Context: an optimization exercise on an open-source flow, tuned for small area and a short achievable clock period. The choices shown serve that exercise and are no tape-out recipe. Where RTL was checked, it was by simulation tests only, not by an equivalence proof against the original. The clock port is modelled as an ideal driver, which makes a skipped or thinned clock tree look cheaper than it is; a real chip needs a root buffer or a tree. Power is estimated from default activity; no workload was simulated.

## fifo
module fifo(input [8-1:0]  data_in,
            input write_enb,
            input read,
            output [8-1:0] data_out,
            output reg full,
            output reg empty,
            input clock,
            input reset
           );
Size in the first run: roughly 660 cells after synthesis, ~0.011 mm2 of cells after synthesis.
==> module fifo, before the edit <==
module fifo(input [8-1:0]  data_in,
            input write_enb,
            input read,
            output [8-1:0] data_out,
            output reg full,
            output reg empty,
            input clock,
            input reset
           );
    localparam W    = 8;
    localparam ROWS = 32 - 1;            
    localparam CW   = 6;                     
    localparam [CW-1:0] L0  = 6'b000001;
    localparam [CW-1:0] L1  = 6'b000010;
    localparam [CW-1:0] L3  = 6'b001000;
    localparam [CW-1:0] L31 = 6'b100100;
    localparam [CW-1:0] L32 = 6'b001001;
    localparam G2   = (ROWS + 1) / 2;        
    reg  [W-1:0]    head;                    
    reg  [W-1:0]    mem [0:ROWS-1];
    reg  [3:0]      ran;                     
    reg  [3:0]      rap;                     
    reg  [7:0]      rbn;                     
    reg  [CW-1:0]   lfsr;                    
    reg             one;                     
    reg             two;                     
    wire le1   = empty | one;                
    wire three = (lfsr == L3);
    wire near  = (lfsr == L31);
    wire [CW-1:0] cu = {lfsr[CW-2:0], lfsr[5] ^ lfsr[4]};    
    wire [CW-1:0] cd = {lfsr[0] ^ lfsr[5], lfsr[CW-1:1]};    
    wire [CW-1:0] c_w  = full  ? L32 : cu;
    wire [CW-1:0] c_r  = empty ? L0  : cd;
    wire [CW-1:0] c_wr = empty ? L1 : full ? L31 : lfsr;
    genvar g;
    integer k;
    wire [3:0] ra = ~ran;
    wire [7:0] rb = ~rbn;
    wire [3:0] ra_up = {ra[2:0], ra[3]};
    wire [7:0] rb_up = ra[3] ? {rb[6:0], rb[7]} : rb;
    wire [3:0] ra_dn = {ra[0], ra[3:1]};
    wire [7:0] rb_dn = ra[0] ? {rb[0], rb[7:1]} : rb;
    wire [ROWS-1:0] rsel;
    generate
      for (g = 0; g < ROWS; g = g + 1) begin : rs
        if (g < ROWS / 2)
          assign rsel[g] = ~(ran[g % 4] | rbn[g / 4]);
        else
          assign rsel[g] = rap[g % 4] & ~rbn[g / 4];
      end
    endgenerate
    wire [CW-1:0] count_n;
    wire          one_n, two_n;
    fifo_sel4 #(.W(CW+2)) u_cnt_n (
      .d00({lfsr,  one,   two}),
      .d10({c_w,   empty, one}),
      .d01({c_r,   two,   three}),
      .d11({c_wr,  le1,   two}),
      .s1(write_enb), .s0(read),
      .y({count_n, one_n, two_n}));
    wire empty_n = ~write_enb & (empty | (read & one));
    wire full_n  = ~read & (full | (write_enb & near));
    wire w        = write_enb & ~full;
    wire rs_keep  = reset & ~le1 & (read ~^ w);
    wire rs_up    = reset & ~le1 & w & ~read;
    wire rs_dn    = reset & ~le1 & read & ~w & ~two;
    wire rs_load  = reset & one & write_enb & ~read;
    wire [3:0] ran_n = ~(({4{rs_keep}} & ra) | ({4{rs_up}} & ra_up) |
                         ({4{rs_dn}} & ra_dn) | ({4{rs_load}} & 4'b0001));
    wire [7:0] rbn_n = ~(({8{rs_keep}} & rb) | ({8{rs_up}} & rb_up) |
                         ({8{rs_dn}} & rb_dn) | ({8{rs_load}} & 8'b00000001));
    assign data_out = head;
    wire [W-1:0] pair_n [0:G2-1];
    generate
      for (g = 0; g < G2 - 1; g = g + 1) begin : grp
        fifo_aoi2 #(.W(W)) u_aoi (
          .a0(mem[2*g]),   .s0(rsel[2*g]),
          .a1(mem[2*g+1]), .s1(rsel[2*g+1]),
          .y(pair_n[g]));
      end
    endgenerate
    fifo_nand2 #(.W(W)) u_last (.a(mem[ROWS-1]), .b({W{rsel[ROWS-1]}}), .y(pair_n[G2-1]));
    wire [W-1:0] din_n;
    fifo_nand2 #(.W(W)) u_din (.a(data_in), .b({W{le1}}), .y(din_n));
    wire [W-1:0] quad [0:3];
    wire [W-1:0] half_n [0:1];
    wire [W-1:0] head_d;
    generate
      for (g = 0; g < 4; g = g + 1) begin : q4
        fifo_nand4 #(.W(W)) u_q (.a(pair_n[4*g]), .b(pair_n[4*g+1]),
          .c(pair_n[4*g+2]), .d(pair_n[4*g+3]), .y(quad[g]));
      end
      for (g = 0; g < 2; g = g + 1) begin : h2
        fifo_nor2 #(.W(W)) u_h (.a(quad[2*g]), .b(quad[2*g+1]), .y(half_n[g]));
      end
    endgenerate
    fifo_nand3 #(.W(W)) u_or (.a(half_n[0]), .b(half_n[1]), .c(din_n), .y(head_d));
    always @(posedge clock)
      if (read | empty)
        head <= head_d;
    always @(posedge clock)
      if (w)
       begin
        for (k = ROWS - 1; k > 0; k = k - 1)
          mem[k] <= mem[k-1];
        mem[0] <= data_in;
       end
    always @(posedge clock)
     begin
      ran <= ran_n;
      rap <= ~ran_n;
      rbn <= rbn_n;
     end
    always @(posedge clock)
     begin
      if (~reset)
       begin
        lfsr  <= L0;
        empty <= 1'b1;
        one   <= 1'b0;
        two   <= 1'b0;
        full  <= 1'b0;
       end
      else
       begin
        lfsr  <= count_n;
        empty <= empty_n;
        one   <= one_n;
        two   <= two_n;
        full  <= full_n;
       end
     end
endmodule
==> flow/config.mk <==
export PLATFORM = sky130hd
export DESIGN_NAME = fifo
export DESIGN_NICKNAME = fifo
export VERILOG_FILES = /design/flow/design.v
export SDC_FILE = /design/flow/constraint.sdc
export NUM_CORES = 4
export LEC_CHECK = 0
export CAP_MARGIN = 20
export CORE_MARGIN = 2
export CORE_UTILIZATION = 50
export SETUP_SLACK_MARGIN = 1.95
export SLEW_MARGIN = 20
export SYNTH_HIERARCHICAL = 1
export TNS_END_PERCENT = 10
==> flow/constraint.sdc <==
create_clock -name core_clock -period 3.5 [get_ports {clock}]
set_input_delay 0.7000 -clock core_clock [delete_from_list [all_inputs] [get_ports {clock}]]
set_output_delay 0.7000 -clock core_clock [all_outputs]
set_load 0.01 [all_outputs]
standard.sh (not shown) runs the stock make flow with config.mk's settings and CLKGATE_MAP_FILE= SYNTH_SCRIPT=/design/flow/synth_recipe.tcl, a recipe that flattens the netlist after the stock synthesis.
==> flow/flow/run.sh <==
#!/bin/bash
set -euo pipefail
here=$(pwd)
res=$here/orfs/results/sky130hd/fifo/base
export BUFFER_PORTS_ARGS="-buffer_cell sky130_fd_sc_hd__buf_2"
export MY_CTS_K=16 MY_CTS_LEAF=sky130_fd_sc_hd__clkbuf_8 MY_CTS_ROOT=sky130_fd_sc_hd__clkbuf_8
bash standard.sh synth > synth.log 2>&1
bash standard.sh run RUN_SCRIPT=$here/flow/downsize.tcl RUN_LOG_NAME_STEM=1_4_downsize > downsize.log 2>&1
grep -q "^downsize:" downsize.log
touch $res/1_synth.sdc
bash standard.sh place > place.log 2>&1
bash standard.sh run RUN_SCRIPT=$here/flow/my_cts.tcl RUN_LOG_NAME_STEM=4_1_cts_custom > cts.log 2>&1
test -f $res/4_1_cts.odb
cp $res/4_1_cts.odb $res/4_cts.odb
touch $res/4_cts.sdc
bash standard.sh finish > finish.log 2>&1
Other scripts of this flow, unchanged in this note and not shown: flow/flow/downsize.tcl, flow/flow/my_cts.tcl
Change:
--- a/flow/design.v
+++ b/flow/design.v
@@ -18,9 +18,8 @@
     localparam G2   = (ROWS + 1) / 2;        
     reg  [W-1:0]    head;                    
     reg  [W-1:0]    mem [0:ROWS-1];
     reg  [3:0]      ran;                     
-    reg  [3:0]      rap;                     
     reg  [7:0]      rbn;                     
     reg  [CW-1:0]   lfsr;                    
     reg             one;                     
     reg             two;                     
@@ -42,12 +41,9 @@
     wire [7:0] rb_dn = ra[0] ? {rb[0], rb[7:1]} : rb;
     wire [ROWS-1:0] rsel;
     generate
       for (g = 0; g < ROWS; g = g + 1) begin : rs
-        if (g < ROWS / 2)
-          assign rsel[g] = ~(ran[g % 4] | rbn[g / 4]);
-        else
-          assign rsel[g] = rap[g % 4] & ~rbn[g / 4];
+        assign rsel[g] = ~(ran[g % 4] | rbn[g / 4]);
       end
     endgenerate
     wire [CW-1:0] count_n;
     wire          one_n, two_n;
@@ -107,9 +103,8 @@
        end
     always @(posedge clock)
      begin
       ran <= ran_n;
-      rap <= ~ran_n;
       rbn <= rbn_n;
      end
     always @(posedge clock)
      begin
Result: Maximum frequency rises by 9.0%. Setup slack is better by 0.14 ns. Register-to-register slack improved by 0.12 ns. Via count fell by 2.4%. Clock power hardly moves. Core utilization goes up by 0.60 points.
Only the layout flow was run in the first run of this note; the RTL was not checked for function there. No run of this note takes its clock network from TritonCTS; it comes from the design's own scripts or RTL.

---

Another version of the RTL of fifo (not shown whole).
For scale: roughly 610 cells after synthesis, about 22 I/O pins, roughly 0.010 mm² of cells after synthesis.
==> module fifo, before the edit <==
module fifo(input [8-1:0]  data_in,
            input write_enb,
            input read,
            output [8-1:0] data_out,
            output reg full,
            output reg empty,
            input clock,
            input reset
           );
    localparam W    = 8;
    localparam ROWS = 32 - 1;            
    localparam G2   = (ROWS + 1) / 2;        
    reg  [W-1:0]    head;                    
    reg  [W-1:0]    mem [0:ROWS-1];
    reg  [3:0]      can;                     
    reg  [8:0]      cbn;                     
    wire [3:0] ca = ~can;
    wire [8:0] cb = ~cbn;
    wire one   = ca[1] & cb[0];              
    wire le1   = empty | one;                
    wire near  = ca[3] & cb[7];              
    genvar g;
    integer k;
    wire [3:0] ca_up = {ca[2:0], ca[3]};
    wire [8:0] cb_up = ca[3] ? {cb[7:0], cb[8]} : cb;
    wire [3:0] ca_dn = {ca[0], ca[3:1]};
    wire [8:0] cb_dn = ca[0] ? {cb[0], cb[8:1]} : cb;
    wire [ROWS-1:0] rsel;
    generate
      for (g = 0; g < ROWS; g = g + 1) begin : rs
        assign rsel[g] = ~(can[(g + 2) % 4] | cbn[(g + 2) / 4]);
      end
    endgenerate
    wire empty_n = ~write_enb & (empty | (read & one));
    wire full_n  = ~read & (full | (write_enb & near));
    wire w     = write_enb & ~full;
    wire r     = read & ~empty;
    wire c_up  = reset & w & ~r;
    wire c_dn  = reset & r & ~w;
    wire c_kp  = reset & ~(w ^ r);
    wire [3:0] can_n = ~(({4{c_kp}} & ca) | ({4{c_up}} & ca_up) |
                         ({4{c_dn}} & ca_dn) | ({4{~reset}} & 4'b0001));
    wire [8:0] cbn_n = ~(({9{c_kp}} & cb) | ({9{c_up}} & cb_up) |
                         ({9{c_dn}} & cb_dn) | ({9{~reset}} & 9'b000000001));
    assign data_out = head;
    wire [W-1:0] pair_n [0:G2-1];
    generate
      for (g = 0; g < G2 - 1; g = g + 1) begin : grp
        fifo_aoi2 #(.W(W)) u_aoi (
          .a0(mem[2*g]),   .s0(rsel[2*g]),
          .a1(mem[2*g+1]), .s1(rsel[2*g+1]),
          .y(pair_n[g]));
      end
    endgenerate
    fifo_nand2 #(.W(W)) u_last (.a(mem[ROWS-1]), .b({W{rsel[ROWS-1]}}), .y(pair_n[G2-1]));
    wire [W-1:0] din_n;
    fifo_nand2 #(.W(W)) u_din (.a(data_in), .b({W{le1}}), .y(din_n));
    wire [W-1:0] quad [0:3];
    wire [W-1:0] half_n [0:1];
    wire [W-1:0] head_d;
    generate
      for (g = 0; g < 4; g = g + 1) begin : q4
        fifo_nand4 #(.W(W)) u_q (.a(pair_n[4*g]), .b(pair_n[4*g+1]),
          .c(pair_n[4*g+2]), .d(pair_n[4*g+3]), .y(quad[g]));
      end
      for (g = 0; g < 2; g = g + 1) begin : h2
        fifo_nor2 #(.W(W)) u_h (.a(quad[2*g]), .b(quad[2*g+1]), .y(half_n[g]));
      end
    endgenerate
    fifo_nand3 #(.W(W)) u_or (.a(half_n[0]), .b(half_n[1]), .c(din_n), .y(head_d));
    always @(posedge clock)
      if (read | empty)
        head <= head_d;
    always @(posedge clock)
      if (w)
       begin
        for (k = ROWS - 1; k > 0; k = k - 1)
          mem[k] <= mem[k-1];
        mem[0] <= data_in;
       end
    always @(posedge clock)
     begin
      can <= can_n;
      cbn <= cbn_n;
     end
    always @(posedge clock)
     begin
      if (~reset)
       begin
        empty <= 1'b1;
        full  <= 1'b0;
       end
      else
       begin
        empty <= empty_n;
        full  <= full_n;
       end
     end
endmodule
==> flow/config.mk <==
export PLATFORM = sky130hd
export DESIGN_NAME = fifo
export DESIGN_NICKNAME = fifo
export VERILOG_FILES = /design/flow/design.v
export SDC_FILE = /design/flow/constraint.sdc
export NUM_CORES = 4
export LEC_CHECK = 0
export CAP_MARGIN = 20
export CORE_MARGIN = 2
export CORE_UTILIZATION = 50
export SETUP_SLACK_MARGIN = 1.95
export SLEW_MARGIN = 20
export SYNTH_HIERARCHICAL = 1
export TNS_END_PERCENT = 10
==> flow/constraint.sdc <==
create_clock -name core_clock -period 3.5 [get_ports {clock}]
set_input_delay 0.7000 -clock core_clock [delete_from_list [all_inputs] [get_ports {clock}]]
set_output_delay 0.7000 -clock core_clock [all_outputs]
set_load 0.01 [all_outputs]
==> flow/flow/run.sh <==
#!/bin/bash
set -euo pipefail
here=$(pwd)
res=$here/orfs/results/sky130hd/fifo/base
export BUFFER_PORTS_ARGS="-buffer_cell sky130_fd_sc_hd__buf_2"
export MY_CTS_K=18 MY_CTS_LEAF=sky130_fd_sc_hd__clkbuf_8 MY_CTS_ROOT=sky130_fd_sc_hd__clkbuf_8
bash standard.sh synth > synth.log 2>&1
bash standard.sh run RUN_SCRIPT=$here/flow/downsize.tcl RUN_LOG_NAME_STEM=1_4_downsize > downsize.log 2>&1
grep -q "^downsize:" downsize.log
touch $res/1_synth.sdc
bash standard.sh place > place.log 2>&1
bash standard.sh run RUN_SCRIPT=$here/flow/my_cts.tcl RUN_LOG_NAME_STEM=4_1_cts_custom > cts.log 2>&1
test -f $res/4_1_cts.odb
cp $res/4_1_cts.odb $res/4_cts.odb
touch $res/4_cts.sdc
bash standard.sh finish > finish.log 2>&1
Other scripts of this flow, unchanged in this note and not shown: flow/flow/downsize.tcl, flow/flow/my_cts.tcl
==> next run, changes <==
--- a/flow/design.v
+++ b/flow/design.v
@@ -13,12 +13,14 @@
     reg  [W-1:0]    head;                    
     reg  [W-1:0]    mem [0:ROWS-1];
     reg  [3:0]      can;                     
     reg  [8:0]      cbn;                     
+    reg             one;                     
+    reg             two;                     
+    wire le1   = empty | one;                
     wire [3:0] ca = ~can;
     wire [8:0] cb = ~cbn;
-    wire one   = ca[1] & cb[0];              
-    wire le1   = empty | one;                
+    wire three = ca[3] & cb[0];              
     wire near  = ca[3] & cb[7];              
     genvar g;
     integer k;
     wire [3:0] ca_up = {ca[2:0], ca[3]};
@@ -30,8 +32,16 @@
       for (g = 0; g < ROWS; g = g + 1) begin : rs
         assign rsel[g] = ~(can[(g + 2) % 4] | cbn[(g + 2) / 4]);
       end
     endgenerate
+    wire       one_n, two_n;
+    fifo_sel4 #(.W(2)) u_flags_n (
+      .d00({one,   two}),
+      .d10({empty, one}),
+      .d01({two,   three}),
+      .d11({le1,   two}),
+      .s1(write_enb), .s0(read),
+      .y({one_n, two_n}));
     wire empty_n = ~write_enb & (empty | (read & one));
     wire full_n  = ~read & (full | (write_enb & near));
     wire w     = write_enb & ~full;
     wire r     = read & ~empty;
@@ -87,21 +97,30 @@
      begin
       if (~reset)
        begin
         empty <= 1'b1;
+        one   <= 1'b0;
+        two   <= 1'b0;
         full  <= 1'b0;
        end
       else
        begin
         empty <= empty_n;
+        one   <= one_n;
+        two   <= two_n;
         full  <= full_n;
        end
      end
 endmodule
 module fifo_aoi2 #(parameter W = 8)
   (input [W-1:0] a0, input [W-1:0] a1,
    input s0, input s1, output [W-1:0] y);
     assign y = ~((a0 & {W{s0}}) | (a1 & {W{s1}}));
+endmodule
+module fifo_sel4 #(parameter W = 8)
+  (input [W-1:0] d00, input [W-1:0] d01, input [W-1:0] d10, input [W-1:0] d11,
+   input s1, input s0, output [W-1:0] y);
+    assign y = s1 ? (s0 ? d11 : d10) : (s0 ? d01 : d00);
 endmodule
 module fifo_nand4 #(parameter W = 8)
   (input [W-1:0] a, input [W-1:0] b, input [W-1:0] c, input [W-1:0] d,
    output [W-1:0] y);
The new run ran to the end with no violations.
Hold slack stays flat.
Fmax fell slightly.
Worst setup slack gets worse by 0.026 ns.
Critical path depth rose by 4.
Routed wire length fell by a few percent.
No run of this note takes its clock network from TritonCTS; it comes from the design's own scripts or RTL.

## static timing again, ports no longer ideal
The flow's constraints put no driver on any port. The routed layouts listed below were extracted and timed again, unchanged, in two steps. Step 1 sets driving cells, clkbuf_16 on the clock port and buf_2 on the other inputs (assumed; they add their load-dependent delay and slew). Step 2 adds t to the input delays and takes it off the output delays; t is the mean of the earliest and latest rising clock arrival at the registers after step 1. Input paths then give back, and output paths get back, about the clock's delay inside the block. Three values: no drivers, after step 1, after step 2; two values: the first two.
run	shift t [ns]	setup slack, ns	worst setup path at the end	slew at the worst register clock pin (ns)	worst slew at a driven data input, ns
the first run of note 1	0.390	1.767 / 1.774 / 1.384	input to register	0.12 / 0.12	0.07
the second run of note 1	0.392	1.910 / 1.860 / 1.565	input to register	0.12 / 0.12	0.03
the first run of note 2	0.393	1.911 / 1.835 / 1.576	input to register	0.11 / 0.11	0.03
the second run of note 2	0.397	1.885 / 1.830 / 1.557	input to register	0.10 / 0.10	0.04
After both steps every run listed still meets setup and hold. For the first run of note 1, which loses most, drivers alone change the setup slack by +0.007 ns; drivers and shift together by -0.383 ns.
